Source: an optimization exercise on an open RTL-to-GDS flow (aim: small area and a short achievable clock period). Production flows keep margins and buffers that such runs may drop. Only simulation tests tie the RTL to the original design; equivalence was not proved. Power figures rest on the tool's default switching activity, not on a simulated workload.

==> inputs of maple <==
// controller
module controller (clock, reset,
	imem_addr, imem_data,
	dmem_en, dmem_we, dmem_addr, dmem_wdata, dmem_rdata,
	rf_we, rf_waddr, rf_wdata);
Settings: LEC_CHECK=0, ABC_AREA=1, CAP_MARGIN=20, CORE_MARGIN=2, CORE_UTILIZATION=40, SLEW_MARGIN=20; clock period 9.0 ns.
run.sh (not shown) runs the stock make flow with config.mk's settings and CLKGATE_MAP_FILE= SYNTH_SCRIPT=/design/flow/synth_recipe.tcl, a recipe that flattens the netlist after the stock synthesis.
==> sierra (differences from maple) <==
--- a/flow/design.v
+++ b/flow/design.v
@@ -37,42 +37,35 @@
 reg [1:0] jump_RE;
 reg [2:0] reg_efct_RE;
 reg WB_en_EM;
 reg [15:0] T2_dash, T3;
 reg [2:0] Rd_EM;
 reg LM_EM, SM_EM, flush_EM, R7_dest_EM, load_EM, store_EM, a3_ctrl_EM;
 reg [2:0] reg_efct_EM;
 reg [8:0] Imm9_EM;
-reg [15:0] T4, mdr;
+reg [15:0] rf3, mdr;    
 reg [2:0] Rd_MW;
-reg R7_dest_MW, load_MW, flush_MW, WB_en_MW, LM_MW;
-reg [2:0] reg_efct_MW;
+reg R7_dest_MW, load_MW, flush_MW, LM_MW;
+reg rf3_wr_en, mem_en, mem_we;
+reg pEM_A, pEM_B, pMW_A, pMW_B, pHaz;
 reg [15:0] alu_res_q, RF2_q;
 reg alu_c_q, alu_z_q;
 reg T2_dash_ctrl_q;
 reg FD_en_q, DR_en_q, RE_en_q, EM_en_q;
 reg [15:0] regs [0:7];
 reg [7:0] rvalid;
 wire [3:0] opFD = IR_FD[15:12];
-wire [15:0] rf3 = load_MW ? mdr : T4;
-wire rf3_wr_en = WB_en_MW && (LM_EM ? !flush_EM : !flush_MW);
 assign rf_we = rf3_wr_en;
 assign rf_waddr = Rd_MW;
 assign rf_wdata = rf3;
-wire fwd_ok_EM = !flush_EM && !flush_RE && reg_efct_EM[0];
-wire fwd_ok_MW = !flush_MW && !flush_RE && reg_efct_MW[0];
-wire eqA_EM = Rs1_RE == Rd_EM;
-wire eqB_EM = Rs2_RE == Rd_EM;
-wire eqA_MW = Rs1_RE == Rd_MW;
-wire eqB_MW = Rs2_RE == Rd_MW;
-wire cEM_A = fwd_ok_EM && reg_efct_RE[2] && eqA_EM && !load_EM;
-wire cEM_B = fwd_ok_EM && reg_efct_RE[1] && eqB_EM && !load_EM;
-wire cMW_A = fwd_ok_MW && reg_efct_RE[2] && eqA_MW && load_MW;
-wire cMW_B = fwd_ok_MW && reg_efct_RE[1] && eqB_MW && load_MW;
+wire cEM_A = pEM_A && !flush_RE;
+wire cEM_B = pEM_B && !flush_RE;
+wire cMW_A = pMW_A && !flush_RE;
+wire cMW_B = pMW_B && !flush_RE;
 wire fA_MW = cMW_A;
 wire fA_EM = cEM_A && !cMW_A && !(store_RE && flush_MW);
 wire fB_MW = !store_RE && cMW_B;
 wire fB_EM = !store_RE && cEM_B && !cMW_B;
 reg T2_dash_ctrl;
 always @(*) begin
 	T2_dash_ctrl = T2_dash_ctrl_q;
 	if (store_RE) begin
@@ -95,17 +88,35 @@
 	3'b010: aluB0 = se79;
 	3'b011: aluB0 = T2;
 	default: aluB0 = 16'b0;
 	endcase
 end
 wire [15:0] A = fA_MW ? mdr : fA_EM ? T3 : aluA0;
 wire [15:0] B = fB_MW ? mdr : fB_EM ? T3 : aluB0;
 wire [5:0] op = ALU_op_RE;
-wire [16:0] sum = A + B;
+function [16:0] fast_add;
+	input [15:0] a, b;
+	reg [15:0] g, p, gn, pn;
+	integer i, k;
+	begin
+		g = a & b; p = a | b;
+		for (k = 1; k < 16; k = k * 2) begin
+			gn = g; pn = p;
+			for (i = 0; i < 16; i = i + 1)
+				if ((i / k) % 2 == 1) begin
+					gn[i] = g[i] | (p[i] & g[(i / k) * k - 1]);
+					pn[i] = p[i] & p[(i / k) * k - 1];
+				end
+			g = gn; p = pn;
+		end
+		fast_add = {g[15], (a ^ b) ^ {g[14:0], 1'b0}};
+	end
+endfunction
+wire [16:0] sum = fast_add(A, B);
 wire z_add = !(A[0] ^ B[0]) && &(~((A[15:1] ^ B[15:1]) ^ (A[14:0] | B[14:0])));
 wire nand_l = !(|A && |B);
 reg [15:0] aluOut;
 reg carry_flag, zero_flag;
 always @(*) begin
 	aluOut = alu_res_q;
 	carry_flag = alu_c_q;
 	zero_flag = alu_z_q;
@@ -170,18 +181,17 @@
 wire [2:0] SM_addr = SM_act ? penc_addr(IR_FD[8:0]) : 3'd0;
 wire [8:0] LM_next = LM_act ? penc_clr(Imm9_EM) : 9'd0;
 wire [8:0] SM_next = SM_act ? penc_clr(IR_FD[8:0]) : 9'd0;
 wire B1 = R7_dest_MW && load_MW && !flush_MW;
 wire B2 = !flush_RE && jump_RE == 2'b00 && zero_flag;
 wire B3 = R7_dest_RE && !load_RE && !flush_RE && jump_RE == 2'b11;
 wire B4 = !flush_DR && jump_DR == 2'b10;
 wire B5 = !flush_FD && opFD == 4'b1000;
-wire hazEM = reg_efct_EM[0] && load_EM &&
-	((reg_efct_RE[2] && eqA_EM) || (reg_efct_RE[1] && eqB_EM));
+wire hazEM = pHaz;
 wire S1 = hazEM && !flush_EM && !flush_RE;
 wire S2 = hazEM && flush_EM && !flush_RE;
 wire LM_RE_act = !flush_RE && LM_RE;
 wire LM_MW_done = !flush_MW && LM_MW && !vbit_LM;
 wire flush_FD_wire = B1 || B2 || B3 || B4 || B5;
 wire flush_DR_wire = B1 || B2 || B3 || B4 || flush_FD || (SM_act && !vbit_SM);
 wire flush_RE_wire = B1 || B2 || B3 || flush_DR || LM_RE_act;
 wire flush_EM_wire = S1 || (!S2 && (B1 || flush_RE));
@@ -208,17 +218,16 @@
 		PC_en = !vbit_SM; FD_en = !vbit_SM;
 	end
 end
 wire imm9FDctrl = vbit_SM;
 wire imm9EMctrl = vbit_LM;
 wire T3_ctrl = vbit_LM || (SM_EM && !flush_EM);
 wire [15:0] beq_target = PC_RE + se79;
 wire [15:0] jal_target = PC_FD + {{7{IR_FD[8]}}, IR_FD[8:0]};
-wire mem_en = (load_EM || store_EM) && !flush_EM;
 wire [15:0] edbout = mem_en ? dmem_rdata : mdr;
 wire [2:0] a1 = a1_ctrl ? Rs1_DR : 3'd7;
 wire [2:0] a2 = Rs2_DR;
 wire [15:0] rd1 = rvalid[a1] ? regs[a1] : 16'b0;
 wire [15:0] rd2 = rvalid[a2] ? regs[a2] : 16'b0;
 wire wr_hit1 = rf3_wr_en && (Rd_MW == a1);
 wire wr_hit2 = rf3_wr_en && (Rd_MW == a2);
 wire [15:0] rf1 = !wr_hit1 ? rd1 : (a1 != 3'd7) ? rf3 : rf4;
@@ -229,85 +238,104 @@
 	else if (B2) PC_next = beq_target;
 	else if (B3) PC_next = aluOut;
 	else if (B4) PC_next = rf2;
 	else if (B5) PC_next = jal_target;
 	else PC_next = PC + 16'd1;
 end
 assign imem_addr = PC;
 assign dmem_en = mem_en;
-assign dmem_we = mem_en && store_EM;
+assign dmem_we = mem_we;
 assign dmem_addr = T3;
 assign dmem_wdata = T2_dash;
 wire [8:0] imm9FDout = imm9FDctrl ? SM_next : imem_data[8:0];
 wire [8:0] imm9EMout = imm9EMctrl ? LM_next : Imm9_RE;
 wire [15:0] T3_in = T3_ctrl ? T3 + 16'd1 : aluOut;
 wire [15:0] T2_dash_in = T2_dash_ctrl ? mdr : T2;
 wire [2:0] Rs2_FD_wire = (opFD == 4'b0000 || opFD == 4'b0010 || opFD == 4'b1100 || opFD == 4'b1001) ? IR_FD[8:6] :
 	(opFD == 4'b0101) ? IR_FD[11:9] : 3'b000;
 wire [2:0] Rs2_DR_wire = (opFD == 4'b0111) ? SM_addr : Rs2_FD_wire;
-integer i;
+wire [2:0] n_Rs1_RE = RE_en ? Rs1_DR : Rs1_RE;
+wire [2:0] n_Rs2_RE = RE_en ? Rs2_DR : Rs2_RE;
+wire [2:0] n_eff_RE = RE_en ? reg_efct_DR : reg_efct_RE;
+wire [2:0] n_Rd_EM = EM_en ? Rd_RE : Rd_EM;
+wire n_load_EM = EM_en ? load_RE : load_EM;
+wire n_store_EM = EM_en ? store_RE : store_EM;
+wire n_LM_EM = EM_en ? LM_RE : LM_EM;
+wire [2:0] n_eff_EM = EM_en ? reg_efct_RE : reg_efct_EM;
+wire n_fEM = (EM_en || S1) ? flush_EM_wire : flush_EM;
+wire [2:0] n_Rd_MW = a3_ctrl_EM ? Rd_EM : LM_addr;
+wire n_fMW = flush_MW_wire;
 always @(posedge clock) begin
-	if (reset) begin
-		rvalid <= 8'b0;
-	end
+	if (rf3_wr_en) regs[Rd_MW] <= rf3;
+	if (rf4_wr_en && Rd_MW != 3'd7) regs[7] <= rf4;
+	if (reset) rvalid <= 8'b0;
 	else begin
-		if (rf3_wr_en) begin
-			regs[Rd_MW] <= rf3;
-			rvalid[Rd_MW] <= 1'b1;
-		end
-		if (rf4_wr_en && Rd_MW != 3'd7) begin
-			regs[7] <= rf4;
-			rvalid[7] <= 1'b1;
-		end
+		if (rf3_wr_en) rvalid[Rd_MW] <= 1'b1;
+		if (rf4_wr_en && Rd_MW != 3'd7) rvalid[7] <= 1'b1;
 	end
 end
 always @(posedge clock) begin
+	rf4 <= PC_FD;
+	alu_res_q <= aluOut;
+	RF2_q <= rf2;
+	if (DR_en) PC_DR <= PC_FD;
+	if (RE_en) begin
+		PC_RE <= PC_DR;
+		T1 <= rf1;
+		T2 <= rf2;
+	end
+	if ((!EM_en && LM_act) || (SM_EM && !flush_EM) || EM_en) T3 <= T3_in;
+	if (EM_en) T2_dash <= T2_dash_in;
+	rf3 <= load_EM ? edbout : T3;
+end
+always @(posedge clock) begin
 	if (reset) begin
 		PC <= 16'b0;
 		IR_FD <= 16'b0; PC_FD <= 16'b0; flush_FD <= 1;
-		PC_DR <= 16'b0; flush_DR <= 1;
+		flush_DR <= 1;
 		Rs1_DR <= 3'b0; Rs2_DR <= 3'b0; Rd_DR <= 3'b0;
 		ALU_op_DR <= 6'b000011; Imm9_DR <= 9'b0;
 		R7_dest_DR <= 0; load_DR <= 0; store_DR <= 0; LM_DR <= 0; SM_DR <= 0;
 		ALU_MuxA_DR <= 0; ALU_MuxB_DR <= 3'b0; a1_ctrl <= 0; a3_ctrl_DR <= 0;
 		reg_efct_DR <= 3'b0; jump_DR <= 2'b11;
-		rf4_wr_en <= 0; rf4 <= 16'b0;
-		PC_RE <= 16'b0; T1 <= 16'b0; T2 <= 16'b0; flush_RE <= 1;
+		rf4_wr_en <= 0; 
+		flush_RE <= 1;
 		Rs1_RE <= 3'b0; Rs2_RE <= 3'b0; Rd_RE <= 3'b0;
 		load_RE <= 0; R7_dest_RE <= 0; LM_RE <= 0; SM_RE <= 0; store_RE <= 0; a3_ctrl_RE <= 0;
 		Imm9_RE <= 9'b0; ALU_MuxA_RE <= 0; ALU_MuxB_RE <= 3'b0; ALU_op_RE <= 6'b000011;
 		jump_RE <= 2'b11; reg_efct_RE <= 3'b0;
 		WB_en_EM <= 0;
-		T2_dash <= 16'b0; T3 <= 16'b0; Rd_EM <= 3'b0;
+		Rd_EM <= 3'b0;
 		LM_EM <= 0; SM_EM <= 0; flush_EM <= 1; R7_dest_EM <= 0; load_EM <= 0; store_EM <= 0;
 		a3_ctrl_EM <= 0; reg_efct_EM <= 3'b0; Imm9_EM <= 9'b0;
-		T4 <= 16'b0; mdr <= 16'b0; Rd_MW <= 3'b0;
+		mdr <= 16'b0; Rd_MW <= 3'b0;
 		R7_dest_MW <= 0; load_MW <= 0; flush_MW <= 1;
-		WB_en_MW <= 0; LM_MW <= 0; reg_efct_MW <= 3'b0;
-		alu_res_q <= 16'b0; alu_c_q <= 0; alu_z_q <= 0;
-		RF2_q <= 16'b0; T2_dash_ctrl_q <= 0;
+		LM_MW <= 0;
+		rf3_wr_en <= 0; mem_en <= 0; mem_we <= 0;
+		pEM_A <= 0; pEM_B <= 0; pMW_A <= 0; pMW_B <= 0; pHaz <= 0;
+		alu_c_q <= 0; alu_z_q <= 0;
+		T2_dash_ctrl_q <= 0;
 		FD_en_q <= 1; DR_en_q <= 1; RE_en_q <= 1; EM_en_q <= 1;
 	end
 	else begin
-		alu_res_q <= aluOut; alu_c_q <= carry_flag; alu_z_q <= zero_flag;
-		RF2_q <= rf2; T2_dash_ctrl_q <= T2_dash_ctrl;
+		alu_c_q <= carry_flag; alu_z_q <= zero_flag;
+		T2_dash_ctrl_q <= T2_dash_ctrl;
 		FD_en_q <= FD_en; DR_en_q <= DR_en; RE_en_q <= RE_en; EM_en_q <= EM_en;
 		if (PC_en) PC <= PC_next;
 		if (FD_en) begin
 			PC_FD <= PC;
 			IR_FD[15:9] <= imem_data[15:9];
 			IR_FD[8:0] <= imm9FDout;
 			flush_FD <= flush_FD_wire;
 		end
 		else if (opFD == 4'b0111) begin
 			IR_FD[8:0] <= imm9FDout;
 		end
 		if (DR_en) begin
-			PC_DR <= PC_FD;
 			flush_DR <= flush_DR_wire;
 			case (opFD)
 			4'b0000, 4'b0010: begin  
 				Rs1_DR <= IR_FD[11:9];
 				Rs2_DR <= Rs2_DR_wire;
 				Rd_DR <= IR_FD[5:3];
 				if (IR_FD[1:0] == 2'b00) ALU_op_DR <= {opFD[1] ? 2'b10 : 2'b01, 4'b1100};
 				if (IR_FD[1:0] == 2'b10) ALU_op_DR <= {opFD[1] ? 2'b10 : 2'b01, 4'b1110};
@@ -420,23 +448,19 @@
 				load_DR <= 0; ALU_MuxA_DR <= 1; ALU_MuxB_DR <= 3'b000;
 				a1_ctrl <= 1; LM_DR <= 0; SM_DR <= 0; store_DR <= 0;
 				reg_efct_DR <= 3'b101; jump_DR <= 2'b10;
 			end
 			default: ;
 			endcase
 		end
 		rf4_wr_en <= 1;
-		rf4 <= PC_FD;
 		if (!RE_en && LM_RE_act) flush_RE <= flush_RE_wire;
 		if (RE_en) begin
-			PC_RE <= PC_DR;
 			flush_RE <= flush_RE_wire;
-			T1 <= rf1;
-			T2 <= rf2;
 			a3_ctrl_RE <= a3_ctrl_DR;
 			Imm9_RE <= Imm9_DR;
 			load_RE <= load_DR;
 			R7_dest_RE <= R7_dest_DR;
 			LM_RE <= LM_DR;
 			SM_RE <= SM_DR;
 			store_RE <= store_DR;
 			Rs1_RE <= Rs1_DR;
@@ -449,40 +473,40 @@
 			jump_RE <= jump_DR;
 		end
 		case (ALU_op_RE[1:0])
 		2'b00: WB_en_EM <= 1;
 		2'b10: WB_en_EM <= alu_c_q;
 		2'b01: WB_en_EM <= alu_z_q;
 		2'b11: WB_en_EM <= 0;
 		endcase
-		if (!EM_en && S1) flush_EM <= flush_EM_wire;
 		if (!EM_en && LM_act) begin
-			T3 <= T3_in;
-			Imm9_EM <= imm9EMout;
+Imm9_EM <= imm9EMout;
 		end
-		if (SM_EM && !flush_EM) T3 <= T3_in;
 		if (EM_en) begin
-			T3 <= T3_in;
-			T2_dash <= T2_dash_in;
 			Rd_EM <= Rd_RE;
 			LM_EM <= LM_RE;
 			SM_EM <= SM_RE;
-			flush_EM <= flush_EM_wire;
 			load_EM <= load_RE;
 			a3_ctrl_EM <= a3_ctrl_RE;
 			store_EM <= store_RE;
 			R7_dest_EM <= R7_dest_RE;
 			reg_efct_EM <= reg_efct_RE;
 			Imm9_EM <= imm9EMout;
 		end
 		mdr <= edbout;
-		T4 <= T3;
 		R7_dest_MW <= R7_dest_EM;
 		load_MW <= load_EM;
-		flush_MW <= flush_MW_wire;
-		WB_en_MW <= WB_en_EM;
-		Rd_MW <= a3_ctrl_EM ? Rd_EM : LM_addr;
+		flush_EM <= n_fEM;
+		flush_MW <= n_fMW;
+		Rd_MW <= n_Rd_MW;
+		rf3_wr_en <= WB_en_EM && (n_LM_EM ? !n_fEM : !n_fMW);
+		mem_en <= (n_load_EM || n_store_EM) && !n_fEM;
+		mem_we <= n_store_EM && !n_fEM;
+		pEM_A <= n_eff_EM[0] && n_eff_RE[2] && (n_Rs1_RE == n_Rd_EM) && !n_load_EM && !n_fEM;
+		pEM_B <= n_eff_EM[0] && n_eff_RE[1] && (n_Rs2_RE == n_Rd_EM) && !n_load_EM && !n_fEM;
+		pMW_A <= reg_efct_EM[0] && n_eff_RE[2] && (n_Rs1_RE == n_Rd_MW) && load_EM && !n_fMW;
+		pMW_B <= reg_efct_EM[0] && n_eff_RE[1] && (n_Rs2_RE == n_Rd_MW) && load_EM && !n_fMW;
+		pHaz <= n_eff_EM[0] && n_load_EM && ((n_eff_RE[2] && n_Rs1_RE == n_Rd_EM) || (n_eff_RE[1] && n_Rs2_RE == n_Rd_EM));
 		LM_MW <= LM_EM;
-		reg_efct_MW <= reg_efct_EM;
 	end
 end
 endmodule
==> flow/flow/run.sh (new file) <==
#!/bin/bash
set -euo pipefail
MARGIN=5.7
grep -q 'SETUP_SLACK_MARGIN=5 ' standard.sh
sed "s/SETUP_SLACK_MARGIN=5 /SETUP_SLACK_MARGIN=$MARGIN /" standard.sh > standard_margin.sh
grep -q "SETUP_SLACK_MARGIN=$MARGIN " standard_margin.sh
bash standard_margin.sh > standard_margin.log 2>&1
test -f out/final.def
==> flow/standard.sh (new file) <==
#!/bin/bash
# synth_recipe.tcl (not shown) runs the flow's synth.tcl, then flattens the netlist and writes it again
# the make line also repeats each setting of config.mk as NAME=value (left out here)
make -C /OpenROAD-flow-scripts/flow DESIGN_CONFIG=/design/flow/config.mk WORK_HOME=/design/flow/orfs CLKGATE_MAP_FILE= SYNTH_SCRIPT=/design/flow/synth_recipe.tcl "${@:-finish}"
CTS_BUF_LIST = sky130_fd_sc_hd__clkbuf_16   (was default)
CTS_CLUSTER_DIAMETER = 80   (was default)
CTS_CLUSTER_SIZE = 25   (was default)
SETUP_SLACK_MARGIN = 5   (was default)
removed: flow/run.sh
==> run summary <==
* Status: finished clean
* Relative contribution of sequential cells to total power at 49.8%
* Initial core utilization at 40.42%
* Critical Path Fanout Max at 7
* Total power draw at 5.455 mW
* CP Depth at 25
* Final worst-path setup slack at 5.526 ns
The numbers above come from sierra.

==> run summary <==
* Total power draw at 5.219 mW
* Initial core utilization at 40.60%
* Status: finished clean
* Critical Path Fanout Max at 33
* CP Depth at 5
* DRC violations left at 0
* Final worst-path setup slack at roughly 4 ns
* Relative contribution of sequential cells to total power at 44.9%
The numbers above come from maple.

## static timing again, ports no longer ideal
Ports are ideal in the flow. The routed layouts listed here were re-timed in OpenROAD.
Step 1: set_driving_cell puts a clkbuf_16 on clock and a buf_2 on each other input, an assumption about the parent block.
Step 2 moves the port delays by t, midway between the first and last clock arrival at a register: inputs arrive t later, outputs are due t later. That takes back most of the time a late clock gives input paths.
a / b / c = ideal ports / drivers / drivers and shift; a / b = the first two.
run	t, ns	setup WS [ns]	worst hold slack (ns)	worst data-port slew with drivers (ns)	cell pins on the clock port's net
maple	0.674	3.912 / 3.849 / 4.012	0.403 / 0.403 / 0.403	0.05	1
sierra	0.684	5.526 / 5.526 / 5.232	0.413 / 0.413 / 0.413	0.04	1
After both steps every run listed still meets setup and hold. For sierra, which loses most, drivers alone change the setup slack by 0.000 ns; drivers and shift together by -0.294 ns.
